Source: an optimization exercise on an open RTL-to-GDS flow (aim: small area and a short achievable clock period). Production flows keep margins and buffers that such runs may drop. At most, simulation tests tie the RTL to the original design; equivalence was not proved. Function not checked in runs 7 and 8: the RTL went through the layout flow alone. No activity file was given, so power comes from the tool's default toggle rates.

File: flow/config.mk
export PLATFORM = sky130hd
export DESIGN_NAME = process
export DESIGN_NICKNAME = process
export VERILOG_FILES = /design/flow/design.v
export SDC_FILE = /design/flow/constraint.sdc
export NUM_CORES = 4
export LEC_CHECK = 0
export ABC_AREA = 1
export CAP_MARGIN = 20
export CORE_MARGIN = 2
export CORE_UTILIZATION = 60
export CTS_BUF_LIST = sky130_fd_sc_hd__clkbuf_4 sky130_fd_sc_hd__clkbuf_8
export PLACE_DENSITY = 0.7
export SETUP_SLACK_MARGIN = 4.8
export SLEW_MARGIN = 20
File: flow/constraint.sdc
create_clock -name core_clock -period 7.5 [get_ports {clk}]
set_input_delay 1.5000 -clock core_clock [delete_from_list [all_inputs] [get_ports {clk}]]
set_output_delay 1.5000 -clock core_clock [all_outputs]
set_load 0.01 [all_outputs]
File: flow/design.v
module process(opcode,data,clk,rst,fout);
input [9:0]opcode;
input [4:0]data;
input clk,rst;
output [7:0]fout;
reg [3:0] fc;
reg sd, sh;
reg [2:0] d;
reg [7:0] qa;
reg [7:0] A, O, B;
reg [7:0] R1, R2, R3, R4;
reg dq;             
reg [2:0] dm;       
wire [3:0] op = opcode[9:6];
wire [2:0] so = opcode[5:3];
wire [7:0] r1n = (d == 3'd0) ? 8'b0 : (d == 3'd1) ? B : R1;
wire [7:0] an = sd ? {3'b000, data} : sh ? A : qa;
function [3:0] dstep;  
  input [2:0] m; input aj; input [3:0] D;
  reg q, b0, b1; reg [2:0] s;
  begin
    q = (m > D[3:1]) | ((m == D[3:1]) & (aj | ~D[0]));
    b0 = ~aj & D[0];
    b1 = (~m[0] & D[1]) | (~m[0] & b0) | (D[1] & b0);
    s = {m[1] ^ D[2] ^ b1, m[0] ^ D[1] ^ b0, aj ^ D[0]};
    dstep = {q, q ? s : {m[1:0], aj}};
  end
endfunction
wire [3:0] dn = an[3:0];
wire nq4 = (r1n[7:4] >= dn);
wire [2:0] nm4 = nq4 ? r1n[6:4] - dn[2:0] : r1n[6:4];
always @(posedge clk) begin
  case (op)
    4'd0:  fc <= 4'b0010;
    4'd1:  fc <= 4'b0000;
    4'd2:  fc <= 4'b0001;
    4'd3:  fc <= 4'b0100;
    4'd4:  fc <= 4'b0101;
    4'd5:  fc <= 4'b1000;
    4'd6:  fc <= 4'b1001;
    4'd7:  fc <= 4'b1010;
    4'd8:  fc <= 4'b1011;
    4'd9:  fc <= 4'b1100;
    4'd10: fc <= 4'b1101;
    4'd11: fc <= 4'b1111;
    4'd12: fc <= 4'b1110;
    default: ;
  endcase
  sd <= (so == 3'd5);
  sh <= so[2] & so[1];
  d  <= opcode[2:0];
  if (rst) qa <= 8'b0;
  else case (so)
    3'd1: qa <= R1;
    3'd2: qa <= R2;
    3'd3: qa <= R3;
    3'd4: qa <= R4;
    default: qa <= 8'b0;
  endcase
  A <= an;
  B <= O;
  case (d)
    3'd0: begin R1 <= 8'b0; R2 <= 8'b0; R3 <= 8'b0; R4 <= 8'b0; end
    3'd1: R1 <= B;
    3'd2: R2 <= B;
    3'd3: R3 <= B;
    3'd4: R4 <= B;
    default: ;
  endcase
  dq <= nq4;
  dm <= nm4;
end
wire [7:0] a = R1;
wire [7:0] b = A;
wire [3:0] db = b[3:0];
wire [3:0] v3 = {dm, a[3]};
wire [3:0] v2 = {dm[1:0], a[3:2]};
wire [3:0] v1 = {dm[0], a[3:1]};
wire [3:0] v0 = a[3:0];
wire [3:0] dx1 = {db[2:0], 1'b0};    
wire [3:0] dx2 = {db[1:0], 2'b0};
wire [3:0] dx4 = {db[0], 3'b0};
wire [3:0] dx3 = dx2 + dx1;
wire [3:0] dx5 = dx4 + dx1;
wire [3:0] dx6 = dx4 + dx2;
wire [3:0] dx7 = 4'd0 - dx1;
wire q3 = (v3 >= db);
wire c2a = (v2 >= db), c2b = (v2 - dx1 >= db);
wire q2 = q3 ? c2b : c2a;
wire c1a = (v1 >= db), c1b = (v1 - dx1 >= db), c1c = (v1 - dx2 >= db), c1d = (v1 - dx3 >= db);
wire q1 = q2 ? (q3 ? c1d : c1b) : (q3 ? c1c : c1a);
wire [7:0] c0 = {v0 - dx7 >= db, v0 - dx6 >= db, v0 - dx5 >= db, v0 - dx4 >= db,
                 v0 - dx3 >= db, v0 - dx2 >= db, v0 - dx1 >= db, v0 >= db};
wire q0 = c0[{q3, q2, q1}];
wire [4:0] q = {dq, q3, q2, q1, q0};
wire [7:0] prod = a * b;
wire [7:0] bx = b ^ {8{fc[0]}};
wire [7:0] sum = a + bx + {7'b0, fc[0]};
reg [7:0] lg, sh8, y;
always @* begin
  case (fc[1:0])
    2'd0: lg = ~a;
    2'd1: lg = a & b;
    2'd2: lg = a | b;
    default: lg = a ^ b;
  endcase
  case (fc[1:0])
    2'd0: sh8 = {b[6:0], 1'b0};
    2'd1: sh8 = {1'b0, b[7:1]};
    2'd2: sh8 = {b[6:0], b[7]};
    default: sh8 = {b[0], b[7:1]};
  endcase
  case (fc[3:2])
    2'd0: y = fc[1] ? 8'b0 : sum;
    2'd1: y = fc[0] ? {3'b000, q} : prod;
    2'd2: y = lg;
    default: y = sh8;
  endcase
end
always @(posedge clk) O <= y;
assign fout = O;
endmodule
File: flow/flow/run.sh
#!/bin/bash
# Standard layout with two changes to how it is made:
# - adders are not mapped to the slow fa/ha cells, so abc can restructure
#   the arithmetic for speed;
# - the port buffers are plain buf_2 cells instead of the delay cells that
#   buffer_ports picks on its own.
set -euo pipefail
bash standard.sh ADDER_MAP_FILE= "BUFFER_PORTS_ARGS=-buffer_cell sky130_fd_sc_hd__buf_2" finish > standard.log 2>&1
File: flow/standard.sh
#!/bin/bash
# synth_recipe.tcl (not shown) runs the flow's synth.tcl, then flattens the netlist and writes it again
# the make line also repeats each setting of config.mk as NAME=value (left out here)
make -C /OpenROAD-flow-scripts/flow DESIGN_CONFIG=/design/flow/config.mk WORK_HOME=/design/flow/orfs CLKGATE_MAP_FILE= SYNTH_SCRIPT=/design/flow/synth_recipe.tcl "${@:-finish}"
==> impl_metrics.env, run 1 <==
export IMPL_status="complete, no violations"
export IMPL_row_count=35
export IMPL_synth_cells=864
export IMPL_p_clk_share_pct=24.3
export IMPL_synth_edff_count=37
export IMPL_avgRoutedWirePerCell_um=16.1
export IMPL_core_um2=9200
export IMPL_ios=25
export IMPL_final_antenna_net_count=0
export IMPL_cts_max_level=3
export IMPL_ys_warn_count=1
export IMPL_whs_ns=0.360
export IMPL_slowest_delay_ns=0.32
export IMPL_power_density_nw_per_um2=212
export IMPL_p_leak_uw=0.00317
export IMPL_max_cap_violations=0
export IMPL_p_sw_uw=537
export IMPL_synth_cell_types=51
export IMPL_crit_chain="buf_2, a22oi_1, o21a_1, inv_1, or2_2, nand3_2, a31oi_4, buf_4, o21ai_0"
export IMPL_port_buffers=24
export IMPL_comb_power_share_pct=36.0
export IMPL_die_y_um=101
export IMPL_drt_iter0_drc=595
export IMPL_critPathTopFamily="compound AO/OA/AOI/OAI gates"
export IMPL_cp_slowest_cell="or2_2"
export IMPL_antenna_found_initial=0
export IMPL_switching_share_pct=39.5
export IMPL_max_freq_mhz=385
export IMPL_worst_slew_pin_slew_ns=1.11
export IMPL_grt_usage_pct=33.0
export IMPL_netlist_area_um2=5650
export IMPL_seqPwrFrac_pct=39.7
export IMPL_syn_nets=881
export IMPL_cp_start_kind="primary input"
export IMPL_die_w_um=101
export IMPL_grt_pass1_wl_mm=26.3
export IMPL_arrival_ns=2.86
export IMPL_setup_viol=0
export IMPL_routed_wl_mm=16.5
export IMPL_yosysSeqAreaShare_pct=33.8
export IMPL_fin_area_um2=6420
export IMPL_drc=0
export IMPL_clock_path_buffers=2
export IMPL_report_final_slew_viol_count=0
export IMPL_p_total_uw=1360
export IMPL_grt_max_degree=20
export IMPL_gp_congestion=1.03
export IMPL_crit_path_end_kind="flop"
export IMPL_synth_seq_cells=77
export IMPL_critPathKind="in2reg"
export IMPL_period_minus_slack_ns=2.60
export IMPL_skew_ns=0.0100
export IMPL_num_antenna_cells=0
export IMPL_p_int_uw=822
export IMPL_vias_per_cell=5.78
export IMPL_hold_violations=0
export IMPL_worstPathRequired_ns=7.76
export IMPL_cts_buffers=9
export IMPL_drive_above_1_share_pct=16.5
export IMPL_synth_flop_cell="dfxtp_1"
export IMPL_synthToLayoutAreaGrowth_pct=13.6
export IMPL_timing_final_crit_share_pct=34.7
export IMPL_overflow=0
export IMPL_async_flop_share_pct=0
export IMPL_dpl_hpwl_mm=11.8
export IMPL_firstDrtPassIters=6
export IMPL_die_area_um2=10200
export IMPL_finish_utilization_pct=69.9
export IMPL_numClockSinks=77
export IMPL_via_count=5939
export IMPL_hold_path_class="reg2reg"
export IMPL_cts_clk_slew_worst_paths_ns=0.09
export IMPL_final_nets=929
export IMPL_clkLatencyLatePin_ns=0.35
export IMPL_irDropWorstVdd_v=0.000208
export IMPL_dpl_cell_area_um2=5790
export IMPL_crit_buf_inv=3
export IMPL_synth_avg_cell_area_um2=6.54
export IMPL_relSlewSlack_pct=25.3
export IMPL_rsz0062_at_grt="true"
export IMPL_fin_tns_setup_ns=0
export IMPL_root_buffer="clkbuf_8"
export IMPL_worstPathMaxFanout=5
export IMPL_cts_hold_fix_buffers=0
export IMPL_grt_pass1_vias=5577
export IMPL_cts_tree="built"
export IMPL_start_util_pct=61.5
## final cells by class
type	instances	area, µm²
clock buffers	9	124
multi-input cells	642	3290
repair buffers	61	403
fillers	800	2770
inverters	121	459
well taps	111	139
flip-flops and latches	77	1920
clock inverters	7	82.6
## registers in the layout, indices dropped and copies added (netlist names)
| signal | flops |
|---|---|
| R3 | 8 |
| R4 | 8 |
| sh | 1 |
| dq | 1 |
| sd | 1 |
| B | 8 |
| A | 8 |
| d | 3 |
| fc | 4 |
| O | 8 |
| dm | 3 |
| R2 | 8 |
| qa | 8 |
| R1 | 8 |
## metal layers
layer / up-vias / routed length [µm] / track usage [%]
li1: 2905 / - / -
met3: 62 / 1150 / 5.96
met4: 0 / 579 / 16.0
met1: 2709 / 6730 / 39.3
met5: - / 0 / 0
met2: 263 / 8090 / 57.1
## power by group through the flow
stage          logic [µW]  registers [µW]  clock network, µW
2_1_floorplan         339             528                  0
3_3_place_gp          421             553                  0
3_5_place_dp          430             554                  0
4_1_cts               446             540                330
5_1_grt               543             545                347
6_report              490             540                330
## cell families after synthesis
logic type | after synthesis | synth area share, %
buffers and inverters | 145 | 10.6
and+or+nand+nor | 485 | 36.5
AOI/OAI and AO/OA | 130 | 14.5
adders and majority gates | 5 | 0.907
DFF | 77 | 33.8
xor gates and xnor gates | 22 | 3.65
## Yosys cell counts (4+ instances only)
cell,instances,area (µm²)
buf_4,7,52.6
a21oi_1,28,140
inv_1,111,417
nand2_2,10,62.6
edfxtp_1,37,1110
nand4_1,5,31.3
a221oi_1,8,70.1
o21ai_1,4,20.0
nand3b_1,10,75.1
a21oi_2,4,35.0
nor2_1,100,375
nand2_1,267,1000
nand3_1,75,375
clkbuf_1,9,33.8
xnor2_1,9,78.8
o211ai_1,11,82.6
a31oi_1,4,25.0
inv_2,8,30.0
xor2_1,12,105
a22oi_1,4,30.0
o21ai_0,44,220
nor3_1,4,20.0
nand3_2,6,60.1
dfxtp_1,40,801
a211oi_1,4,30.0
maj3_1,4,40.0
## final timing paths
| path | from | endpoint | slack (ns) | cells after the start |
|---|---|---|---|---|
| max | data[2] | dm[1] | 4.90 | 9 |
| min | O[7] | B[7] | 0.36 | 0 |
| max reg2reg | R1[1] | O[7] | 4.91 | 20 |
| min reg2reg | O[7] | B[7] | 0.36 | 0 |
## layout by cell type, fill, tap and decap left out, types with 4 or more instances in the layout
| cell | n |
|---|---|
| nand2_1 | 254 |
| inv_1 | 111 |
| maj3_1 | 4 |
| o21ai_0 | 41 |
| a21oi_1 | 23 |
| clkbuf_8 | 9 |
| nand4_1 | 5 |
| buf_2 | 24 |
| xnor2_1 | 9 |
| dfxtp_1 | 36 |
| edfxtp_1 | 37 |
| a21oi_2 | 8 |
| nand2_2 | 21 |
| nand3_1 | 68 |
| nor2_1 | 97 |
| a221oi_1 | 8 |
| nand3_2 | 12 |
| buf_4 | 34 |
| inv_2 | 6 |
| xor2_1 | 12 |
| a211oi_1 | 4 |
| o211ai_1 | 11 |
| nor3_1 | 4 |
| nand3b_1 | 10 |
| o21ai_1 | 6 |
## per-stage QoR
stage | worst slack [ns] | cells
floorplan | 4.80 | 864
global placement | 4.39 | 975
detailed placement | 4.41 | 975
CTS | 4.79 | 1000
global route | 4.77 | 1028
finish | 4.90 | 1028
## repair_timing
item,CTS,global route
pin swaps,0,11
endpoints found under the hold margin,0,0
setup endpoints to repair,11,11
resized for setup,6,43
setup buffers,9,28
==> inputs of run 2 (changes only) <==
--- a/flow/config.mk
+++ b/flow/config.mk
@@ -9,7 +9,8 @@
 export CAP_MARGIN = 20
 export CORE_MARGIN = 2
-export CORE_UTILIZATION = 60
-export CTS_BUF_LIST = sky130_fd_sc_hd__clkbuf_4 sky130_fd_sc_hd__clkbuf_8
-export PLACE_DENSITY = 0.7
-export SETUP_SLACK_MARGIN = 4.8
+export CORE_UTILIZATION = 65
+export CTS_BUF_LIST = sky130_fd_sc_hd__clkbuf_8
+export CTS_CLUSTER_DIAMETER = 150
+export CTS_CLUSTER_SIZE = 40
+export SETUP_SLACK_MARGIN = 4.7
 export SLEW_MARGIN = 20
==> impl_metrics.env, run 2 <==
export IMPL_n_fill_cell=718
export IMPL_skew_ns=0.0117
export IMPL_setup_viol=0
export IMPL_netlist_area_leader_share_pct=19.7
export IMPL_worstPathRequired_ns=7.73
export IMPL_crit_top_cell="nand2_1"
export IMPL_fin_tns_setup_ns=0
export IMPL_cp_start_kind="flop"
export IMPL_hold_violations=0
export IMPL_routed_wl_mm=16.3
export IMPL_ios=25
export IMPL_synth_cells=864
export IMPL_avgRoutedWirePerCell_um=16.0
export IMPL_rsz0062_at_grt="true"
export IMPL_synthToLayoutAreaGrowth_pct=10.0
export IMPL_num_antenna_cells=0
export IMPL_synth_area_leader_cell="edfxtp_1"
export IMPL_hold_depth=0
export IMPL_hold_path_end="B[3]"
export IMPL_worst_slew_pin_slew_ns=1.14
export IMPL_antenna_found_initial=0
export IMPL_report_final_slew_viol_count=0
export IMPL_synth_edff_count=37
export IMPL_synth_seq_cells=77
export IMPL_hold_path_class="reg2reg"
export IMPL_numClockSinks=77
export IMPL_root_buffer="clkbuf_8"
export IMPL_synth_most_common_cell="nand2_1"
export IMPL_cts_buffers=9
export IMPL_core_um2=8590
export IMPL_crit_buf_inv=2
export IMPL_gp_congestion=1.05
export IMPL_final_common_cell="nand2_1"
export IMPL_r2r_setup_slack_ns=4.83
export IMPL_row_count=34
export IMPL_synth_commonest_cells="267 x nand2_1, 111 x inv_1, 100 x nor2_1, 75 x nand3_1, 44 x o21ai_0"
export IMPL_slowest_delay_ns=0.60
export IMPL_period_minus_slack_ns=2.67
export IMPL_ys_warn_count=1
export IMPL_arrival_ns=2.90
export IMPL_grt_pass1_vias=5477
export IMPL_port_buffers=24
export IMPL_worstPathMaxFanout=7
export IMPL_crit_path_end_kind="flop"
export IMPL_critPathKind="reg2reg"
export IMPL_dpl_hpwl_mm=11.8
export IMPL_cts_clk_slew_worst_paths_ns=0.08
export IMPL_clock_path_buffers=2
export IMPL_grt_pass1_wl_mm=25.7
export IMPL_power_density_nw_per_um2=213
export IMPL_max_freq_mhz=374
export IMPL_synth_avg_cell_area_um2=6.54
export IMPL_drive_above_1_share_pct=13.3
export IMPL_p_leak_uw=0.00308
export IMPL_synthTopCellsByArea="edfxtp_1 20%, nand2_1 18%, dfxtp_1 14%, inv_1 7.4%, nand3_1 6.6%"
export IMPL_start_util_pct=65.8
export IMPL_die_w_um=97.3
export IMPL_rr_endpoint="O[0]"
export IMPL_finish_utilization_pct=72.4
export IMPL_crit_chain="buf_4, nand2_1, inv_1, xor2_1, nor2_1, o21ai_0, nand2_1, nand2_1, nand2_1, nand2_2, nand2_2, nand3_1, nand3_1, nand2_1, nand2_1, nand2_1, nand4_1"
export IMPL_overflow=0
export IMPL_firstDrtPassIters=8
export IMPL_die_y_um=97.3
export IMPL_vias_per_cell=5.91
export IMPL_die_area_um2=9460
export IMPL_irDropWorstVdd_v=0.000247
export IMPL_netlist_area_um2=5650
export IMPL_drc=0
export IMPL_critPathTopFamily="simple AND/OR/NAND/NOR gates"
export IMPL_syn_nets=881
export IMPL_cts_max_level=3
export IMPL_timing_final_crit_share_pct=35.6
export IMPL_r2r_cells=17
export IMPL_grt_usage_pct=33.6
export IMPL_max_cap_violations=0
export IMPL_final_nets=919
export IMPL_yosysSeqAreaShare_pct=33.8
export IMPL_relSlewSlack_pct=23.2
export IMPL_r2r_start="R1[2]"
export IMPL_status="complete, no violations"
export IMPL_clkLatencyLatePin_ns=0.35
export IMPL_synth_flop_cell="dfxtp_1"
export IMPL_synth_cell_types=51
export IMPL_drt_iter0_drc=485
export IMPL_min_from="O[3]"
export IMPL_grt_max_degree=20
export IMPL_cts_tree="built"
export IMPL_final_antenna_net_count=0
export IMPL_async_flop_share_pct=0
export IMPL_final_cell_mix="263 x nand2_1, 111 x inv_1, 99 x nor2_1"
export IMPL_cp_slowest_cell="edfxtp_1"
export IMPL_via_count=5999
## run 2: cell types whose count changed in the layout (fill, tap and decap cells not counted), moves of 2 or more
cell / before / now
nand2_4: 3 / 1
a21oi_1: 23 / 25
nand3_2: 12 / 8
nor2_1: 97 / 99
inv_2: 6 / 8
nand2_2: 21 / 14
buf_4: 34 / 23
nand3_1: 68 / 73
o21ai_0: 41 / 43
nor2_2: 3 / 1
nand2_1: 254 / 263
## run 2: through the flow
step	setup slack (ns)	total power [µW]	instance area, µm²	hold slack (ns)	cells
after detailed placement	4.42	979	5770	0.336	972
final	4.83	1330	6220	0.355	1015
after floorplan	4.78	864	5650	0.382	864
after global routing	4.61	1400	6220	0.360	1015
after CTS	4.68	1290	6010	0.356	992
after global placement	4.45	964	5770	0.333	972
## run 2: kinds of logic after synthesis
logic type	count (synthesis)	share of synthesized area (%)
fa+ha+maj	5	0.907
xor+xnor	22	3.65
buf+inv	145	10.6
simple gates	485	36.5
compound gates	130	14.5
flops	77	33.8
## run 2: cell type report
type                       count  area [µm²]  share of cell area [%]
multi-input combinational    642        3190                    51.3
sequential                    77        1920                    30.9
inverter                     121         457                    7.34
timing repair buffer          51         319                    5.13
tap                          108         135                    2.17
clock buffer                   9         124                    1.99
clock inverter                 7        75.1                    1.21
## run 2: timing repair
| action | in CTS | in global routing |
|---|---|---|
| hold buffers | 0 | 0 |
| setup buffers | 4 | 23 |
| pin swaps | 0 | 2 |
| gates cloned | 0 | 0 |
| resized for setup | 5 | 18 |
| setup endpoints to repair | 10 | 10 |
## run 2: power by group
part	total [µW]	switching, µW	internal, µW
clock	316	162	155
sequential	539	45.3	494
combinational	472	313	158
## run 2: metal layers
| layer | track usage (%) | wire length [µm] |
|---|---|---|
| met1 | 40.4 | 6410 |
| met4 | 16.9 | 827 |
| met5 | 0 | 0 |
| met2 | 57.9 | 7700 |
| met3 | 6.04 | 1330 |
## run 2: worst max-delay path by stage
stage	start	cells after the start	end
after floorplan	data[2]	7	dm[0]
after global placement	fc[0]	20	O[7]
after detailed placement	fc[0]	18	O[6]
after CTS	fc[0]	19	O[7]
after global routing	R1[2]	20	O[7]
final	R1[2]	17	O[0]
==> inputs of run 3 (changes only) <==
==> flow/flow/run.sh (replaced) <==
#!/bin/bash
# Standard layout with three changes to how it is made:
# - adders are not mapped to the slow fa/ha cells, so abc can restructure
#   the arithmetic for speed;
# - the port buffers are plain buf_2 cells instead of the delay cells that
#   buffer_ports picks on its own;
# - timing repair does not clone gates.
set -euo pipefail
bash standard.sh ADDER_MAP_FILE= "BUFFER_PORTS_ARGS=-buffer_cell sky130_fd_sc_hd__buf_2" SKIP_GATE_CLONING=1 finish > standard.log 2>&1
--- a/flow/config.mk
+++ b/flow/config.mk
@@ -13,4 +13,4 @@
 export CTS_CLUSTER_DIAMETER = 150
 export CTS_CLUSTER_SIZE = 40
-export SETUP_SLACK_MARGIN = 4.7
+export SETUP_SLACK_MARGIN = 4.8
 export SLEW_MARGIN = 20
==> impl_metrics.env, run 3 <==
export IMPL_via_count=5981
export IMPL_firstDrtPassIters=8
export IMPL_hold_violations=0
export IMPL_clkLatencyLatePin_ns=0.36
export IMPL_highest_layer="met4"
export IMPL_setup_ws_ns=4.97
export IMPL_setup_viol=0
export IMPL_skew_ns=0.0125
export IMPL_antenna_found_initial=0
export IMPL_synth_cell_types=51
export IMPL_yosysSeqAreaShare_pct=33.8
export IMPL_worstPathMaxFanout=9
export IMPL_cts_buffers=9
export IMPL_synthTopCellsByArea="edfxtp_1 20%, nand2_1 18%, dfxtp_1 14%, inv_1 7.4%, nand3_1 6.6%"
export IMPL_p_int_uw=856
export IMPL_netlist_area_um2=5650
export IMPL_final_cell_mix="253 x nand2_1, 111 x inv_1, 98 x nor2_1"
export IMPL_grt_usage_pct=34.2
export IMPL_synth_compound_area_share_pct=14.5
export IMPL_ios=25
export IMPL_die_area_um2=9460
export IMPL_overflow=0
export IMPL_relSlewSlack_pct=28.7
export IMPL_synthSimpleGateAreaFrac_pct=36.5
export IMPL_synth_flop_cell="dfxtp_1"
export IMPL_numClockSinks=77
export IMPL_die_y_um=97.3
export IMPL_routed_wl_mm=16.3
export IMPL_core_um2=8590
export IMPL_crit_path_end_kind="flop"
export IMPL_synthAdderAreaFrac_pct=0.907
export IMPL_worst_slew_pin_slew_ns=1.06
export IMPL_ys_warn_count=1
export IMPL_row_count=34
export IMPL_synth_mux_area_share_pct=0
export IMPL_start_util_pct=65.8
export IMPL_cp_start_kind="flop"
export IMPL_synth_top_family_by_area="simple AND/OR/NAND/NOR gates"
export IMPL_final_antenna_net_count=0
export IMPL_crit_chain="buf_4, inv_4, nand2_2, a21boi_1, or2_4, a21oi_4, clkbuf_2, o21ai_2, nand2_2, nand2_2, nand3_1, nand3_1, nand2_1, nand2_1, nand2_1, nand4_1"
export IMPL_root_buffer="clkbuf_8"
export IMPL_die_w_um=97.3
export IMPL_drt_met1_wl_mm=6.35
export IMPL_met3_wirelength_mm=1.33
export IMPL_synth_commonest_cells="267 x nand2_1, 111 x inv_1, 100 x nor2_1, 75 x nand3_1, 44 x o21ai_0"
export IMPL_port_buffers=24
export IMPL_status="complete, no violations"
export IMPL_synth_seq_cells=77
export IMPL_pre_cts_ws_ns=4.40
export IMPL_syn_nets=881
export IMPL_timing_final_crit_share_pct=33.8
export IMPL_p_sw_uw=519
export IMPL_avgRoutedWirePerCell_um=16.0
export IMPL_wl_met2_mm=7.80
export IMPL_hold_path_class="reg2reg"
export IMPL_drc=0
export IMPL_cts_clk_slew_worst_paths_ns=0.09
export IMPL_final_common_cell="nand2_1"
export IMPL_drt_iter0_drc=537
export IMPL_grt_pass1_wl_mm=26.1
export IMPL_max_cap_violations=0
export IMPL_worstPathRequired_ns=7.75
export IMPL_clock_path_buffers=2
export IMPL_report_final_slew_viol_count=0
export IMPL_arrival_ns=2.78
export IMPL_drive_above_1_share_pct=15.4
export IMPL_synth_most_common_cell="nand2_1"
export IMPL_cp_slowest_cell="edfxtp_1"
export IMPL_netlist_area_leader_share_pct=19.7
export IMPL_async_flop_share_pct=0
export IMPL_switching_share_pct=37.8
export IMPL_critPathKind="reg2reg"
export IMPL_grt_max_degree=20
export IMPL_p_clk_share_pct=25.4
export IMPL_synth_area_leader_cell="edfxtp_1"
export IMPL_cts_max_level=3
export IMPL_fin_tns_setup_ns=0
export IMPL_synth_edff_count=37
export IMPL_gp_congestion=1.05
export IMPL_synthToLayoutAreaGrowth_pct=12.6
export IMPL_num_antenna_cells=0
export IMPL_period_minus_slack_ns=2.53
export IMPL_rsz0062_at_grt="true"
export IMPL_seqPwrFrac_pct=38.9
export IMPL_irDropWorstVdd_v=0.000226
export IMPL_synth_cells=864
export IMPL_p_leak_uw=0.00314
export IMPL_synth_avg_cell_area_um2=6.54
export IMPL_dpl_hpwl_mm=11.8
export IMPL_cts_tree="built"
export IMPL_p_total_uw=1380
export IMPL_final_nets=921
export IMPL_power_density_nw_per_um2=216
export IMPL_grt_pass1_vias=5654
export IMPL_synth_xor_area_share_pct=3.65
export IMPL_max_freq_mhz=395
export IMPL_vias_per_cell=5.88
export IMPL_comb_power_share_pct=35.7
export IMPL_slowest_delay_ns=0.56
## run 3: cell counts after synthesis
No cell type changed its count.
## run 3: cells by family after synthesis
logic type               after synthesis
XOR/XNOR                              22
buffers and inverters                145
flip-flops                            77
AND/OR/NAND/NOR                      485
AO/OA/AOI/OAI                        130
adder cells (fa/ha/maj)                5
## run 3: power by group through the flow
stage               registers [µW]  logic (µW)  clock network [µW]
global placement               553         418                   0
CTS                            542         441                 350
detailed placement             553         431                   0
finish                         535         491                 349
global route                   541         541                 365
floorplan                      528         339                   0
## run 3: area by class of cell
class / count / area [µm²]
multi-input cells: 642 / 3270
repair buffers: 53 / 347
clock buffers: 10 / 138
flip-flops and latches: 77 / 1920
fillers: 722 / 2230
inverters: 121 / 464
clock inverters: 6 / 85.1
well taps: 108 / 135
## run 3: per-layer routing
layer,vias up,global-route usage (%)
li1,2896,-
met1,2714,40.2
met2,298,59.8
met3,73,6.47
met4,0,16.8
met5,-,0
## run 3: critical path, delay by kind of cell, from the launching register on
kind | cells | cell delay [ns]
buffers and inverters | 3 | 0.45
flip-flops | 1 | 0.56
AO/OA/AOI/OAI | 3 | 0.41
AND/OR/NAND/NOR | 10 | 1.01
## run 3: final timing paths
path         depth (start not counted)  endpoint   from  slack (ns)
max                                 16      O[0]  R1[3]        4.97
min                                  0      B[1]   O[1]        0.36
max reg2reg                         16      O[0]  R1[3]        4.97
min reg2reg                          0      B[1]   O[1]        0.36
## run 3: what timing repair did
action	in CTS	in global routing
setup buffers	5	24
hold buffers	0	0
setup endpoints to repair	11	11
resized for setup	6	42
pin swaps	0	13
## run 3: per-stage QoR
stage	hold slack (ns)	util, %	instances	cell area (µm²)
after floorplan	0.382	-	864	5670
after global placement	0.334	67.3	972	5780
after detailed placement	0.339	67.3	972	5780
after CTS	0.359	70.5	993	6060
after global routing	0.371	74.1	1017	6370
final	0.363	74.1	1017	6370
==> inputs of run 4 (changes only) <==
--- a/flow/config.mk
+++ b/flow/config.mk
@@ -10,7 +10,5 @@
 export CORE_MARGIN = 2
 export CORE_UTILIZATION = 65
-export CTS_BUF_LIST = sky130_fd_sc_hd__clkbuf_8
-export CTS_CLUSTER_DIAMETER = 150
-export CTS_CLUSTER_SIZE = 40
-export SETUP_SLACK_MARGIN = 4.8
+export CTS_BUF_LIST = sky130_fd_sc_hd__clkbuf_4 sky130_fd_sc_hd__clkbuf_8
+export SETUP_SLACK_MARGIN = 4.9
 export SLEW_MARGIN = 20
==> impl_metrics.env, run 4 <==
export IMPL_status="complete, no violations"
export IMPL_crit_top_cell="nand2_2"
export IMPL_p_leak_uw=0.00330
export IMPL_slowest_delay_ns=0.21
export IMPL_via_count=6291
export IMPL_final_common_cell="nand2_1"
export IMPL_die_area_um2=9460
export IMPL_synth_most_common_cell="nand2_1"
export IMPL_setup_viol=0
export IMPL_worstPathMaxFanout=6
export IMPL_dpl_hpwl_mm=11.8
export IMPL_clock_path_buffers=2
export IMPL_r2r_setup_slack_ns=5.00
export IMPL_setup_ws_ns=4.97
export IMPL_synth_avg_cell_area_um2=6.54
export IMPL_final_cell_mix="229 x nand2_1, 105 x inv_1, 94 x nor2_1"
export IMPL_overflow=0
export IMPL_crit_chain="buf_2, a22oi_2, o21a_1, inv_2, nand2_2, nand3_2, nand2_2, nand3_4, a31oi_4, nand2_1, xor2_1"
export IMPL_grt_max_degree=20
export IMPL_max_freq_mhz=395
export IMPL_r2r_start="R1[3]"
export IMPL_fin_tns_setup_ns=0
export IMPL_antenna_found_initial=0
export IMPL_cts_clk_slew_worst_paths_ns=0.08
export IMPL_rsz0062_at_grt="true"
export IMPL_hold_depth=0
export IMPL_row_count=34
export IMPL_crit_path_end_kind="flop"
export IMPL_synth_cell_types=51
export IMPL_hold_path_end="B[3]"
export IMPL_synth_commonest_cells="267 x nand2_1, 111 x inv_1, 100 x nor2_1, 75 x nand3_1, 44 x o21ai_0"
export IMPL_clkLatencyLatePin_ns=0.36
export IMPL_period_minus_slack_ns=2.53
export IMPL_routed_wl_mm=18.0
export IMPL_ios=25
export IMPL_r2r_cells=14
export IMPL_synthTopCellsByArea="edfxtp_1 20%, nand2_1 18%, dfxtp_1 14%, inv_1 7.4%, nand3_1 6.6%"
export IMPL_async_flop_share_pct=0
export IMPL_seqPwrFrac_pct=37.8
export IMPL_synth_flop_cell="dfxtp_1"
export IMPL_yosysSeqAreaShare_pct=33.8
export IMPL_vias_per_cell=6.06
export IMPL_pre_cts_ws_ns=4.46
export IMPL_n_fill_cell=618
export IMPL_netlist_area_um2=5650
export IMPL_root_buffer="clkbuf_8"
export IMPL_grt_pass1_vias=5752
export IMPL_start_util_pct=65.8
export IMPL_p_clk_share_pct=22.8
export IMPL_power_density_nw_per_um2=210
export IMPL_cts_tree="built"
export IMPL_syn_nets=881
export IMPL_hold_violations=0
export IMPL_cp_start_kind="primary input"
export IMPL_num_antenna_cells=0
export IMPL_relSlewSlack_pct=28.1
export IMPL_skew_ns=0.0158
export IMPL_cts_buffers=9
export IMPL_final_nets=942
export IMPL_final_antenna_net_count=0
export IMPL_synth_cells=864
export IMPL_crit_buf_inv=2
export IMPL_max_cap_violations=0
export IMPL_netlist_area_leader_share_pct=19.7
export IMPL_p_int_uw=859
export IMPL_numClockSinks=77
export IMPL_cts_max_level=3
export IMPL_switching_share_pct=39.8
export IMPL_firstDrtPassIters=7
export IMPL_report_final_slew_viol_count=0
export IMPL_irDropWorstVdd_v=0.000329
export IMPL_grt_pass1_wl_mm=27.1
export IMPL_critPathKind="in2reg"
export IMPL_hold_path_class="reg2reg"
export IMPL_synth_area_leader_cell="edfxtp_1"
export IMPL_worst_slew_pin_slew_ns=1.07
export IMPL_arrival_ns=2.77
export IMPL_synth_seq_cells=77
export IMPL_core_um2=8590
export IMPL_worstPathRequired_ns=7.74
export IMPL_avgRoutedWirePerCell_um=17.4
export IMPL_cp_slowest_cell="a31oi_4"
export IMPL_die_w_um=97.3
export IMPL_gp_congestion=1.02
export IMPL_min_from="O[3]"
export IMPL_rr_endpoint="O[1]"
export IMPL_drt_iter0_drc=543
export IMPL_synthToLayoutAreaGrowth_pct=20.3
export IMPL_grt_usage_pct=35.6
export IMPL_p_sw_uw=568
export IMPL_drc=0
export IMPL_ys_warn_count=1
export IMPL_timing_final_crit_share_pct=33.7
export IMPL_comb_power_share_pct=39.5
export IMPL_drive_above_1_share_pct=23.4
export IMPL_die_y_um=97.3
export IMPL_critPathTopFamily="compound AO/OA/AOI/OAI gates"
export IMPL_synth_edff_count=37
export IMPL_port_buffers=24
==> run 4: cell count changes in the layout (fill, tap and decap cells not counted), moves of 4 or more <==
cell,change
nand2_4,+4
nor2_1,-4
nand2_1,-24
nand2_2,+20
buf_4,+18
nand3_1,-17
inv_1,-6
nand3_2,+14
==> run 4: how the worst max path moves through the flow <==
stage                 end  startpoint  cells after the start
floorplan           dm[0]     data[1]                     10
global placement     O[7]       fc[0]                     20
detailed placement  dm[0]        d[0]                     13
CTS                 dm[0]     data[1]                     11
global route         O[7]        A[4]                     18
finish              dm[0]     data[1]                     11
==> run 4: layout make-up <==
class / instances / area [µm²] / area share (%)
Clock buffer: 11 / 139 / 2.04
Clock inverter: 5 / 57.6 / 0.847
Inverter: 121 / 469 / 6.90
Multi-Input combinational cell: 642 / 3530 / 51.9
Sequential cell: 77 / 1930 / 28.3
Tap cell: 108 / 135 / 1.99
Timing Repair Buffer: 74 / 543 / 7.99
==> run 4: routing by layer <==
layer	vias to the layer above	wire length, µm	track usage, %
met5	-	0	0
met4	0	1050	16.3
met1	2850	6400	41.8
li1	2944	-	-
met2	376	8880	63.8
met3	121	1680	5.83
==> run 4: logic make-up after synthesis <==
group	synth area share [%]
flops	33.8
simple gates	36.5
xor+xnor	3.65
fa+ha+maj	0.907
buf+inv	10.6
compound gates	14.5
==> run 4: power by group through the flow <==
stage / sequential [µW] / combinational [µW] / clock (µW)
final: 539 / 563 / 325
after global routing: 543 / 613 / 339
after CTS: 539 / 451 / 318
after detailed placement: 554 / 430 / 0
after global placement: 552 / 418 / 0
after floorplan: 528 / 339 / 0
==> run 4: repair_timing <==
item,in CTS,in global routing
resized for setup,9,113
pin swaps,0,37
setup buffers,13,37
hold buffers,0,0
endpoints found under the hold margin,0,0
endpoints found under the setup margin,13,10
==> run 4: per-stage QoR <==
stage	utilization (%)	std cells	hold slack, ns	power [µW]	cell area (µm²)
2_1_floorplan	-	864	0.382	867	5670
3_3_place_gp	67.3	972	0.337	970	5790
3_5_place_dp	67.3	972	0.335	984	5790
4_1_cts	71.2	1001	0.358	1310	6120
5_1_grt	79.1	1038	0.363	1500	6800
6_report	79.1	1038	0.358	1430	6800
==> inputs of run 5 (changes only) <==
--- a/flow/config.mk
+++ b/flow/config.mk
@@ -11,4 +11,4 @@
 export CORE_UTILIZATION = 65
 export CTS_BUF_LIST = sky130_fd_sc_hd__clkbuf_4 sky130_fd_sc_hd__clkbuf_8
-export SETUP_SLACK_MARGIN = 4.9
+export SETUP_SLACK_MARGIN = 4.8
 export SLEW_MARGIN = 20
==> impl_metrics.env, run 5 <==
export IMPL_status="complete, no violations"
export IMPL_comb_power_share_pct=35.0
export IMPL_r2r_start="R1[3]"
export IMPL_final_antenna_net_count=0
export IMPL_die_area_um2=9460
export IMPL_skew_ns=0.0122
export IMPL_synth_commonest_cells="267 x nand2_1, 111 x inv_1, 100 x nor2_1, 75 x nand3_1, 44 x o21ai_0"
export IMPL_hold_violations=0
export IMPL_port_buffers=24
export IMPL_hold_path_class="reg2reg"
export IMPL_n_fill_cell=739
export IMPL_gp_congestion=1.05
export IMPL_antenna_found_initial=1
export IMPL_netlist_area_leader_share_pct=19.7
export IMPL_ys_warn_count=1
export IMPL_relSlewSlack_pct=25.6
export IMPL_synthToLayoutAreaGrowth_pct=11.2
export IMPL_synth_cells=864
export IMPL_cts_max_level=3
export IMPL_drt_iter0_drc=543
export IMPL_cts_buffers=9
export IMPL_syn_nets=881
export IMPL_rr_endpoint="O[7]"
export IMPL_synth_most_common_cell="nand2_1"
export IMPL_numClockSinks=77
export IMPL_worstPathMaxFanout=6
export IMPL_grt_pass1_wl_mm=26.1
export IMPL_synth_seq_cells=77
export IMPL_synth_edff_count=37
export IMPL_timing_final_crit_share_pct=33.8
export IMPL_cp_start_kind="primary input"
export IMPL_worst_slew_pin_slew_ns=1.11
export IMPL_synth_flop_cell="dfxtp_1"
export IMPL_switching_share_pct=37.4
export IMPL_max_freq_mhz=395
export IMPL_final_common_cell="nand2_1"
export IMPL_grt_max_degree=20
export IMPL_ios=25
export IMPL_vias_per_cell=5.84
export IMPL_crit_path_end_kind="flop"
export IMPL_setup_viol=0
export IMPL_p_sw_uw=511
export IMPL_critical_path_endpoint="dm[0]"
export IMPL_drc=0
export IMPL_async_flop_share_pct=0
export IMPL_critPathKind="in2reg"
export IMPL_rsz0062_at_grt="true"
export IMPL_start_util_pct=65.8
export IMPL_r2r_setup_slack_ns=4.98
export IMPL_synth_area_leader_cell="edfxtp_1"
export IMPL_cts_tree="built"
export IMPL_clkLatencyLatePin_ns=0.36
export IMPL_avgRoutedWirePerCell_um=15.8
export IMPL_p_leak_uw=0.00310
export IMPL_power_density_nw_per_um2=218
export IMPL_synthTopCellsByArea="edfxtp_1 20%, nand2_1 18%, dfxtp_1 14%, inv_1 7.4%, nand3_1 6.6%"
export IMPL_grt_pass1_vias=5650
export IMPL_whs_ns=0.362
export IMPL_synth_cell_types=51
export IMPL_die_w_um=97.3
export IMPL_die_y_um=97.3
export IMPL_overflow=0
export IMPL_clock_path_buffers=2
export IMPL_worstSetupStartpoint="data[2]"
export IMPL_firstDrtPassIters=6
export IMPL_r2r_cells=19
export IMPL_final_nets=917
export IMPL_yosysSeqAreaShare_pct=33.8
export IMPL_report_final_slew_viol_count=0
export IMPL_fin_tns_setup_ns=0
export IMPL_period_minus_slack_ns=2.53
export IMPL_dpl_hpwl_mm=11.8
export IMPL_root_buffer="clkbuf_8"
export IMPL_cts_clk_slew_worst_paths_ns=0.08
export IMPL_final_cell_mix="262 x nand2_1, 110 x inv_1, 99 x nor2_1"
export IMPL_arrival_ns=2.77
export IMPL_grt_usage_pct=34.2
export IMPL_p_total_uw=1370
export IMPL_routed_wl_mm=16.0
export IMPL_irDropWorstVdd_v=0.000215
export IMPL_drive_above_1_share_pct=13.7
export IMPL_row_count=34
export IMPL_p_clk_share_pct=25.8
export IMPL_p_int_uw=857
export IMPL_num_antenna_cells=0
export IMPL_via_count=5915
export IMPL_synth_avg_cell_area_um2=6.54
export IMPL_max_cap_violations=0
export IMPL_worstPathRequired_ns=7.74
export IMPL_core_um2=8590
export IMPL_netlist_area_um2=5650
export IMPL_seqPwrFrac_pct=39.2
## run 5: kinds of logic (layout without fill, tap and decap cells)
family                   Yosys count  after routing  share of synthesized area (%)
AND/OR/NAND/NOR                  485            485                           36.5
buffers and inverters            145            186                           10.6
AO/OA/AOI/OAI                    130            130                           14.5
flip-flops                        77             77                           33.8
XOR/XNOR                          22             22                           3.65
adder cells (fa/ha/maj)            5              5                          0.907
## run 5: how the worst min path moves through the flow
stage / from / to / cells past startpoint
global route: O[5] / B[5] / 0
finish: O[2] / B[2] / 0
global placement: O[2] / B[2] / 0
detailed placement: O[1] / B[1] / 0
CTS: O[1] / B[1] / 0
floorplan: O[0] / B[0] / 0
## run 5: metal layers
metal	share of wire [%]	vias to the layer above	GRT usage (%)	wire (µm)
li1	-	2896	-	-
met1	39	2658	40.2	6180
met2	49	300	59.8	7760
met3	8.7	61	6.62	1400
met4	4.0	0	16.8	646
met5	0	-	0	0
## run 5: stage by stage
step / worst slack, ns / instances / area (µm²) / util (%)
floorplan: 4.80 / 864 / 5670 / -
global placement: 4.43 / 972 / 5780 / 67.3
detailed placement: 4.40 / 972 / 5780 / 67.3
CTS: 4.75 / 993 / 6060 / 70.5
global route: 4.74 / 1013 / 6280 / 73.1
finish: 4.97 / 1013 / 6280 / 73.1
## run 5: final cells by class
class	count	area, µm²	share of cell area (%)
flip-flops and latches	77	1920	30.6
well taps	108	135	2.15
clock inverters	5	81.3	1.29
multi-input cells	642	3220	51.3
clock buffers	11	145	2.31
inverters	121	464	7.39
repair buffers	49	313	4.98
## run 5: worst max-delay path: stages
cell and delay [ns]:
buf_2 0.10, a22oi_1 0.16, o21a_1 0.14, inv_1 0.06
or2_2 0.33, a31oi_4 0.25, nand2_1 0.09, xor2_1 0.15
## run 5: repair_timing
item	4_1_cts	5_1_grt
setup endpoints to repair	11	11
hold buffers	0	0
cloned	0	0
buffers inserted	5	20
pin swaps	0	7
gates resized for setup	6	25
endpoints found under the hold margin	0	0
## run 5: power groups by stage
stage	Clock, µW	Combinational [µW]	Sequential (µW)
4_1_cts	355	441	542
6_report	353	479	536
3_5_place_dp	0	431	553
3_3_place_gp	0	418	553
2_1_floorplan	0	339	528
5_1_grt	370	530	543
==> inputs of run 6 (changes only) <==
--- a/flow/config.mk
+++ b/flow/config.mk
@@ -9,5 +9,5 @@
 export CAP_MARGIN = 20
 export CORE_MARGIN = 2
-export CORE_UTILIZATION = 65
+export CORE_UTILIZATION = 70
 export CTS_BUF_LIST = sky130_fd_sc_hd__clkbuf_4 sky130_fd_sc_hd__clkbuf_8
 export SETUP_SLACK_MARGIN = 4.8
==> impl_metrics.env, run 6 <==
export IMPL_status="complete, no violations"
export IMPL_setup_ws_ns=4.63
export IMPL_async_flop_share_pct=0
export IMPL_grt_max_degree=20
export IMPL_start_util_pct=72.8
export IMPL_cp_start_kind="primary input"
export IMPL_firstDrtPassIters=7
export IMPL_max_freq_mhz=349
export IMPL_row_count=32
export IMPL_synth_area_leader_cell="edfxtp_1"
export IMPL_synthToLayoutAreaGrowth_pct=12.8
export IMPL_worstPathRequired_ns=7.76
export IMPL_report_final_slew_viol_count=0
export IMPL_final_common_cell="nand2_1"
export IMPL_vias_per_cell=6.34
export IMPL_cts_clk_slew_worst_paths_ns=0.10
export IMPL_numClockSinks=77
export IMPL_dpl_hpwl_mm=12.0
export IMPL_grt_pass1_vias=5956
export IMPL_gp_congestion=1.08
export IMPL_rsz0062_at_grt="false"
export IMPL_final_antenna_net_count=0
export IMPL_ys_warn_count=1
export IMPL_synth_avg_cell_area_um2=6.54
export IMPL_grt_usage_pct=40.6
export IMPL_cts_tree="built"
export IMPL_synth_seq_cells=77
export IMPL_netlist_area_um2=5650
export IMPL_skew_ns=0.0161
export IMPL_synth_most_common_cell="nand2_1"
export IMPL_routed_wl_mm=19.2
export IMPL_port_buffers=24
export IMPL_ios=25
export IMPL_avgRoutedWirePerCell_um=19.0
export IMPL_worstPathMaxFanout=6
export IMPL_max_cap_violations=0
export IMPL_arrival_ns=3.13
export IMPL_irDropWorstVdd_v=0.000251
export IMPL_critPathKind="in2reg"
export IMPL_hold_violations=0
export IMPL_clkLatencyLatePin_ns=0.36
export IMPL_clock_path_buffers=2
export IMPL_relSlewSlack_pct=34.3
export IMPL_synth_edff_count=37
export IMPL_cts_hold_fix_buffers=0
export IMPL_antenna_found_initial=2
export IMPL_overflow=0
export IMPL_final_nets=922
export IMPL_synthTopCellsByArea="edfxtp_1 20%, nand2_1 18%, dfxtp_1 14%, inv_1 7.4%, nand3_1 6.6%"
export IMPL_grt_pass1_wl_mm=27.9
export IMPL_die_w_um=93.9
export IMPL_drive_above_1_share_pct=16.5
export IMPL_crit_path_end_kind="flop"
export IMPL_synth_flop_cell="dfxtp_1"
export IMPL_drc=0
export IMPL_final_cell_mix="247 x nand2_1, 111 x inv_1, 96 x nor2_1"
export IMPL_via_count=6420
export IMPL_hold_path_class="reg2reg"
export IMPL_cts_max_level=3
export IMPL_cts_buffers=9
export IMPL_setup_viol=0
export IMPL_synth_commonest_cells="267 x nand2_1, 111 x inv_1, 100 x nor2_1, 75 x nand3_1, 44 x o21ai_0"
export IMPL_syn_nets=881
export IMPL_timing_final_crit_share_pct=38.2
export IMPL_synth_cell_types=51
export IMPL_root_buffer="clkbuf_8"
export IMPL_worst_slew_pin_slew_ns=0.978
export IMPL_power_density_nw_per_um2=218
export IMPL_core_um2=7770
export IMPL_die_y_um=93.9
export IMPL_p_leak_uw=0.00313
export IMPL_drt_iter0_drc=868
export IMPL_die_area_um2=8810
export IMPL_fin_tns_setup_ns=0
export IMPL_pre_cts_ws_ns=4.43
export IMPL_yosysSeqAreaShare_pct=33.8
export IMPL_netlist_area_leader_share_pct=19.7
export IMPL_period_minus_slack_ns=2.87
export IMPL_r2r_setup_slack_ns=4.66
export IMPL_synth_cells=864
## run 6: cell types whose count changed in the layout (fill, tap and decap cells not counted), sizes merged
cell / previous run / this run
buf: 48 / 54
clkinv: 3 / 6
clkbuf: 12 / 10
inv: 121 / 119
bufinv: 2 / 1
clkinvlp: 0 / 1
diode: 0 / 1
## run 6: layout make-up
cell class                      count  area [µm²]
Multi-Input combinational cell    642        3310
Sequential cell                    77        1930
Fill cell                         514        1390
Inverter                          121         459
Timing Repair Buffer               54         357
Clock buffer                       10         131
Tap cell                          102         128
Clock inverter                      6        62.6
Antenna cell                        1        2.50
## run 6: through the flow
stage	hold slack, ns	utilization [%]	cells	cell area (µm²)	total power (µW)
global placement	0.336	74.4	966	5780	965
floorplan	0.382	-	864	5670	867
CTS	0.357	78.0	991	6060	1300
global route	0.364	82.0	1012	6370	1440
detailed placement	0.335	74.4	966	5780	985
finish	0.358	82.1	1013	6370	1390
## run 6: path summary, 6_finish.rpt
path           start    end  cells after the start
max          data[1]  dm[2]                     11
min reg2reg     O[5]   B[5]                      0
min             O[5]   B[5]                      0
max reg2reg     d[2]  dm[2]                     13
## run 6: cells by family after synthesis
logic type / after synthesis / synth area share (%)
flops: 77 / 33.8
fa+ha+maj: 5 / 0.907
simple gates: 485 / 36.5
xor+xnor: 22 / 3.65
compound gates: 130 / 14.5
buf+inv: 145 / 10.6
## run 6: critical path, stage by stage
cell	delay (ns)
buf_2	0.11
a22oi_2	0.14
o21a_1	0.17
inv_1	0.07
nand2_2	0.07
nand3_2	0.08
nand2_2	0.10
nand3_4	0.10
a31oi_4	0.28
nand3b_1	0.29
o21ai_2	0.19
## run 6: per-layer routing
metal	vias to the layer above	GRT usage, %	wire [µm]	share of wire [%]
met5	-	0	13	0.068
met4	2	24.8	1840	9.6
met3	181	7.30	2220	12
met2	519	73.3	8790	46
met1	2822	43.7	6370	33
li1	2896	-	-	-
## run 6: where the power goes
group          leakage, µW  switching, µW  internal (µW)  total [µW]
Combinational      0.00233            353            168         521
Sequential        0.000698           47.0            494         540
Clock            0.0000954            171            157         328
Total              0.00313            570            819        1390
## run 6: timing repair
action	in CTS	in global routing
pin swaps	1	11
gates resized for setup	8	51
setup endpoints to repair	11	8
buffers inserted	9	21
hold endpoints to repair	0	0
==> inputs of run 7 (changes only) <==
--- a/flow/design.v
+++ b/flow/design.v
@@ -50,11 +50,10 @@
   sh <= so[2] & so[1];
   d  <= opcode[2:0];
-  if (rst) qa <= 8'b0;
-  else case (so)
-    3'd1: qa <= R1;
-    3'd2: qa <= R2;
-    3'd3: qa <= R3;
-    3'd4: qa <= R4;
-    default: qa <= 8'b0;
+  if (rst | (so == 3'd0)) qa <= 8'b0;
+  else case (so[1:0])
+    2'd0: qa <= R4;
+    2'd1: qa <= R1;
+    2'd2: qa <= R2;
+    default: qa <= R3;
   endcase
   A <= an;
--- a/flow/config.mk
+++ b/flow/config.mk
@@ -9,5 +9,5 @@
 export CAP_MARGIN = 20
 export CORE_MARGIN = 2
-export CORE_UTILIZATION = 70
+export CORE_UTILIZATION = 65
 export CTS_BUF_LIST = sky130_fd_sc_hd__clkbuf_4 sky130_fd_sc_hd__clkbuf_8
 export SETUP_SLACK_MARGIN = 4.8
==> impl_metrics.env, run 7 <==
export IMPL_status="complete, no violations"
export IMPL_core_um2=8300
export IMPL_critPathTopFamily="compound AO/OA/AOI/OAI gates"
export IMPL_ios=25
export IMPL_die_y_um=97.1
export IMPL_port_buffers=24
export IMPL_synth_seq_cells=77
export IMPL_cts_hold_fix_buffers=0
export IMPL_final_antenna_net_count=0
export IMPL_final_cell_mix="263 x nand2_1, 101 x inv_1, 97 x nor2_1"
export IMPL_crit_chain="buf_2, a22oi_1, o21a_1, inv_1, or2_2, a31oi_4, nand2_1, xor2_1"
export IMPL_antenna_found_initial=0
export IMPL_grt_pass1_vias=5696
export IMPL_netlist_area_um2=5630
export IMPL_gp_congestion=1.00
export IMPL_drc=0
export IMPL_clock_path_buffers=2
export IMPL_timing_final_crit_share_pct=34.7
export IMPL_cts_buffers=9
export IMPL_async_flop_share_pct=0
export IMPL_synth_area_leader_cell="edfxtp_1"
export IMPL_arrival_ns=2.83
export IMPL_synth_avg_cell_area_um2=6.53
export IMPL_die_area_um2=9430
export IMPL_crit_path_end_kind="flop"
export IMPL_final_nets=926
export IMPL_synth_most_common_cell="nand2_1"
export IMPL_cp_slowest_cell="or2_2"
export IMPL_avgRoutedWirePerCell_um=15.8
export IMPL_worstPathMaxFanout=6
export IMPL_grt_usage_pct=33.8
export IMPL_fin_cells=1019
export IMPL_hold_path_class="reg2reg"
export IMPL_report_final_slew_viol_count=0
export IMPL_final_common_cell="nand2_1"
export IMPL_skew_ns=0.0127
export IMPL_relSlewSlack_pct=32.3
export IMPL_synth_cell_types=48
export IMPL_irDropWorstVdd_v=0.000228
export IMPL_root_buffer="clkbuf_8"
export IMPL_overflow=0
export IMPL_netlist_area_leader_share_pct=19.7
export IMPL_grt_max_degree=21
export IMPL_routed_wl_mm=16.1
export IMPL_cts_tree="built"
export IMPL_synth_edff_count=37
export IMPL_place_inst=968
export IMPL_power_density_nw_per_um2=218
export IMPL_syn_nets=880
export IMPL_cts_max_level=3
export IMPL_synthToLayoutAreaGrowth_pct=12.7
export IMPL_fin_tns_setup_ns=0
export IMPL_hold_violations=0
export IMPL_clkLatencyLatePin_ns=0.36
export IMPL_worst_slew_pin_slew_ns=1.01
export IMPL_start_util_pct=67.9
export IMPL_synth_commonest_cells="273 x nand2_1, 105 x inv_1, 99 x nor2_1, 67 x nand3_1, 41 x o21ai_0"
export IMPL_drive_above_1_share_pct=17.7
export IMPL_drt_iter0_drc=536
export IMPL_worstPathRequired_ns=7.73
export IMPL_ys_warn_count=1
export IMPL_rsz0062_at_grt="true"
export IMPL_firstDrtPassIters=8
export IMPL_yosysSeqAreaShare_pct=33.9
export IMPL_numClockSinks=77
export IMPL_synthTopCellsByArea="edfxtp_1 20%, nand2_1 18%, dfxtp_1 14%, inv_1 7.0%, nor2_1 6.6%"
export IMPL_period_minus_slack_ns=2.60
export IMPL_vias_per_cell=5.89
export IMPL_crit_buf_inv=2
export IMPL_slowest_delay_ns=0.33
export IMPL_die_w_um=97.1
export IMPL_max_freq_mhz=385
export IMPL_p_leak_uw=0.00313
export IMPL_synth_flop_cell="dfxtp_1"
export IMPL_setup_viol=0
export IMPL_cp_start_kind="primary input"
export IMPL_dpl_hpwl_mm=11.3
export IMPL_synth_cells=863
export IMPL_grt_pass1_wl_mm=25.9
export IMPL_cts_clk_slew_worst_paths_ns=0.09
export IMPL_row_count=33
export IMPL_num_antenna_cells=0
export IMPL_critPathKind="in2reg"
export IMPL_max_cap_violations=0
export IMPL_via_count=6005
run 7: metal layers:
metal / global-route usage, % / vias to the layer above / part of all wire (%) / wire (µm)
li1: - / 2905 / - / -
met1: 38.9 / 2732 / 38 / 6130
met2: 57.6 / 294 / 49 / 7810
met3: 6.83 / 74 / 8.3 / 1330
met4: 20.7 / 0 / 5.2 / 834
met5: 0 / - / 0 / 0
run 7: cells by family (layout without fill, tap and decap cells):
logic type	Yosys count	in the layout	synth area share, %
XOR/XNOR	20	20	3.35
buffers and inverters	138	189	9.99
flip-flops	77	77	33.9
AND/OR/NAND/NOR	490	490	37.0
AO/OA/AOI/OAI	138	138	15.7
run 7: final cells by class:
class	instances	area, µm²
tap	105	131
fill	666	1950
clock buffer	12	153
multi-input combinational	648	3260
sequential	77	1930
inverter	114	447
timing repair buffer	59	398
clock inverter	4	32.5
run 7: what timing repair did:
item / in CTS / in global routing
buffers inserted: 6 / 29
endpoints found under the setup margin: 11 / 10
gates cloned: 0 / 0
gates resized for setup: 8 / 36
pin swaps: 0 / 4
run 7: path summary, 6_finish.rpt:
kind	start	end	slack [ns]	cells after the start
worst max register to register	d[0]	dm[0]	4.97	13
worst max-delay path	data[2]	dm[0]	4.90	8
worst min register to register	O[6]	B[6]	0.35	0
worst min-delay path	O[6]	B[6]	0.35	0
run 7: through the flow:
stage	util, %	cell area [µm²]	hold WS (ns)	total power (µW)	setup WS (ns)
finish	76.5	6350	0.355	1380	4.90
global route	76.5	6350	0.364	1460	4.70
CTS	72.5	6020	0.355	1340	4.75
detailed placement	69.5	5770	0.333	1040	4.35
global placement	69.5	5770	0.334	1020	4.52
floorplan	-	5650	0.382	919	4.80
run 7: where the power goes:
group / total [µW] / internal (µW) / switching (µW)
registers: 550 / 498 / 52.6
logic: 533 / 183 / 350
clock network: 299 / 139 / 160
total: 1380 / 820 / 563
==> inputs of run 8 (changes only) <==
--- a/flow/design.v
+++ b/flow/design.v
@@ -10,4 +10,5 @@
 reg [7:0] A, O, B;
 reg [7:0] R1, R2, R3, R4;
+reg [7:1] a3;       
 reg dq;             
 reg [2:0] dm;       
@@ -67,4 +68,5 @@
     default: ;
   endcase
+  a3 <= r1n[7:1] + r1n[6:0];
   dq <= nq4;
   dm <= nm4;
@@ -93,5 +95,19 @@
 wire q0 = c0[{q3, q2, q1}];
 wire [4:0] q = {dq, q3, q2, q1, q0};
-wire [7:0] prod = a * b;
+wire [7:0] m3 = {a3, a[0]};
+function [7:0] pp;
+  input [1:0] dg; input [7:0] x, x3;
+  case (dg)
+    2'd0: pp = 8'b0;
+    2'd1: pp = x;
+    2'd2: pp = {x[6:0], 1'b0};
+    default: pp = x3;
+  endcase
+endfunction
+wire [7:0] p0 = pp(b[1:0], a, m3);
+wire [7:0] p1 = pp(b[3:2], a, m3);
+wire [7:0] p2 = pp(b[5:4], a, m3);
+wire [7:0] p3 = pp(b[7:6], a, m3);
+wire [7:0] prod = p0 + {p1[5:0], 2'b0} + {p2[3:0], 4'b0} + {p3[1:0], 6'b0};
 wire [7:0] bx = b ^ {8{fc[0]}};
 wire [7:0] sum = a + bx + {7'b0, fc[0]};
==> impl_metrics.env, run 8 <==
export IMPL_status="complete, no violations"
export IMPL_cts_tree="built"
export IMPL_port_buffers=24
export IMPL_final_common_cell="nand2_1"
export IMPL_final_antenna_net_count=0
export IMPL_avgRoutedWirePerCell_um=16.8
export IMPL_numClockSinks=84
export IMPL_syn_nets=907
export IMPL_synthTopCellsByArea="edfxtp_1 19%, nand2_1 19%, dfxtp_1 16%, nand3_1 7.9%, nor2_1 5.6%"
export IMPL_synth_cells=890
export IMPL_dpl_hpwl_mm=13.0
export IMPL_clkLatencyLatePin_ns=0.37
export IMPL_synth_cell_types=50
export IMPL_grt_usage_pct=35.6
export IMPL_async_flop_share_pct=0
export IMPL_fin_tns_setup_ns=0
export IMPL_irDropWorstVdd_v=0.000167
export IMPL_worstPathRequired_ns=7.67
export IMPL_vias_per_cell=6.08
export IMPL_cts_clk_slew_worst_paths_ns=0.10
export IMPL_period_minus_slack_ns=2.60
export IMPL_netlist_area_um2=5920
export IMPL_cp_start_kind="flop"
export IMPL_overflow=0
export IMPL_power_density_nw_per_um2=236
export IMPL_synth_flop_cell="dfxtp_1"
export IMPL_final_nets=926
export IMPL_gp_congestion=0.979
export IMPL_skew_ns=0.0169
export IMPL_max_cap_violations=0
export IMPL_setup_viol=0
export IMPL_r2r_setup_slack_ns=4.90
export IMPL_hold_path_class="reg2reg"
export IMPL_die_w_um=99.4
export IMPL_synth_commonest_cells="295 x nand2_1, 93 x nand3_1, 88 x nor2_1, 85 x inv_1, 50 x o21ai_0"
export IMPL_setup_ws_ns=4.90
export IMPL_synth_seq_cells=84
export IMPL_cts_buffers=9
export IMPL_synth_most_common_cell="nand2_1"
export IMPL_grt_max_degree=26
export IMPL_arrival_ns=2.77
export IMPL_whs_ns=0.364
export IMPL_final_cell_mix="294 x nand2_1, 93 x nand3_1, 88 x nor2_1"
export IMPL_routed_wl_mm=17.2
export IMPL_worstPathMaxFanout=11
export IMPL_crit_path_end_kind="flop"
export IMPL_n_fill_cell=760
export IMPL_pre_cts_ws_ns=4.56
export IMPL_timing_final_crit_share_pct=34.7
export IMPL_report_final_slew_viol_count=0
export IMPL_rsz0062_at_grt="true"
export IMPL_synthToLayoutAreaGrowth_pct=6.28
export IMPL_die_y_um=99.4
export IMPL_netlist_area_leader_share_pct=18.8
export IMPL_start_util_pct=67.5
export IMPL_synth_edff_count=37
export IMPL_firstDrtPassIters=12
export IMPL_row_count=34
export IMPL_grt_pass1_wl_mm=27.9
export IMPL_yosysSeqAreaShare_pct=34.7
export IMPL_clock_path_buffers=2
export IMPL_hold_violations=0
export IMPL_critPathKind="reg2reg"
export IMPL_relSlewSlack_pct=31.2
export IMPL_p_total_uw=1490
export IMPL_worst_slew_pin_slew_ns=1.02
export IMPL_cts_hold_fix_buffers=0
export IMPL_dpl_cell_area_um2=5990
export IMPL_drc=0
export IMPL_grt_pass1_vias=5812
export IMPL_die_area_um2=9880
export IMPL_p_leak_uw=0.00311
export IMPL_via_count=6222
export IMPL_fin_area_um2=6290
export IMPL_synth_area_leader_cell="edfxtp_1"
export IMPL_cts_max_level=3
export IMPL_drive_above_1_share_pct=12.5
export IMPL_synth_avg_cell_area_um2=6.65
export IMPL_root_buffer="clkbuf_8"
export IMPL_antenna_found_initial=0
export IMPL_max_freq_mhz=384
export IMPL_ios=25
export IMPL_core_um2=8760
export IMPL_drt_iter0_drc=691
export IMPL_ys_warn_count=1
[run 8: kinds of logic after synthesis]
logic type | count (synthesis) | share of synthesized area (%)
and+or+nand+nor | 521 | 38.3
AOI/OAI and AO/OA | 145 | 15.4
buffers and inverters | 125 | 9.37
DFF | 84 | 34.7
xor gates and xnor gates | 15 | 2.22
[run 8: power by group]
part,internal [µW],switching [µW],total [µW]
clock,133,199,332
combinational,177,365,542
sequential,545,67.0,612
total,855,631,1490
[run 8: final timing paths]
check	start	end	depth (start not counted)
max	R1[0]	O[3]	10
min	O[4]	B[4]	0
max reg2reg	R1[0]	O[3]	10
min reg2reg	O[4]	B[4]	0
[run 8: worst max-delay path, cell delays in order (launching register included)]
cell and delay (ns):
edfxtp_1 0.61, o21ai_0 0.24, o21ai_0 0.11, o21ai_0 0.15, nor2_2 0.10, inv_1 0.08, nand2_1 0.08, o21ai_0 0.17
a21oi_1 0.11, a221oi_1 0.47, nand3_1 0.29
[run 8: stage by stage]
step / util [%] / instances
2_1_floorplan: - / 890
3_3_place_gp: 68.4 / 996
3_5_place_dp: 68.4 / 996
4_1_cts: 70.8 / 1013
5_1_grt: 71.7 / 1022
6_report: 71.8 / 1023
[run 8: repair_timing]
| item | CTS | global route |
|---|---|---|
| setup endpoints to repair | 7 | 10 |
| pin swaps | 0 | 0 |
| resized for setup | 3 | 7 |
| gates cloned | 0 | 0 |
| buffers inserted | 1 | 9 |
[run 8: area by class of cell]
class / instances / area [µm²] / share of cell area (%)
multi-input combinational: 681 / 3320 / 52.8
tap: 108 / 135 / 2.15
sequential: 84 / 2060 / 32.8
clock inverter: 7 / 76.3 / 1.21
clock buffer: 9 / 124 / 1.97
antenna: 1 / 2.50 / 0.0398
timing repair buffer: 34 / 195 / 3.10
inverter: 99 / 375 / 5.97
[run 8: routing by layer]
layer	part of all wire, %	vias up	global-route usage (%)	wire length (µm)
li1	-	2979	-	-
met1	39	2804	44.1	6660
met4	4.1	0	18.4	710
met2	48	374	60.3	8210
met5	0	-	0	0
met3	9.4	65	5.48	1620

[separate check: timing with driven ports]
In the flow no input, the clock included, has a driving cell. The finished layouts below were timed again as built, in two steps. Step 1 (the two cells are an assumption about what drives the block):
set clk [get_ports {clk}]
set_driving_cell -lib_cell sky130_fd_sc_hd__clkbuf_16 $clk
set_driving_cell -lib_cell sky130_fd_sc_hd__buf_2 [delete_from_list [all_inputs] $clk]
Step 2 adds t to the input delays and takes it off the output delays; t is the mean of the earliest and latest rising clock arrival at the registers after step 1. Input paths then give back, and output paths get back, about the clock's delay inside the block. a / b / c = ideal ports / drivers / drivers and shift; a / b = the first two.
run | t (ns) | slack for setup (ns) | worst hold slack (ns) | worst slew at a driven data input, ns | cell pins on the clock port's net
run 1 | 0.379 | 4.900 / 4.911 / 4.533 | 0.360 / 0.360 / 0.360 | 0.03 | 1
run 2 | 0.379 | 4.828 / 4.828 / 4.481 | 0.355 / 0.355 / 0.355 | 0.03 | 1
run 3 | 0.381 | 4.966 / 4.966 / 4.595 | 0.363 / 0.363 / 0.363 | 0.03 | 1
run 4 | 0.380 | 4.971 / 4.982 / 4.602 | 0.358 / 0.358 / 0.358 | 0.03 | 1
run 5 | 0.380 | 4.966 / 4.972 / 4.592 | 0.362 / 0.362 / 0.362 | 0.03 | 1
run 6 | 0.382 | 4.633 / 4.639 / 4.257 | 0.358 / 0.358 / 0.358 | 0.04 | 1
run 7 | 0.381 | 4.901 / 4.908 / 4.527 | 0.355 / 0.355 / 0.355 | 0.04 | 1
run 8 | 0.392 | 4.895 / 4.895 / 4.525 | 0.364 / 0.364 / 0.364 | 0.03 | 1
After both steps setup and hold are still met in every run listed. For run 6, which loses most, drivers alone change the setup slack by +0.006 ns; drivers and shift together by -0.376 ns.
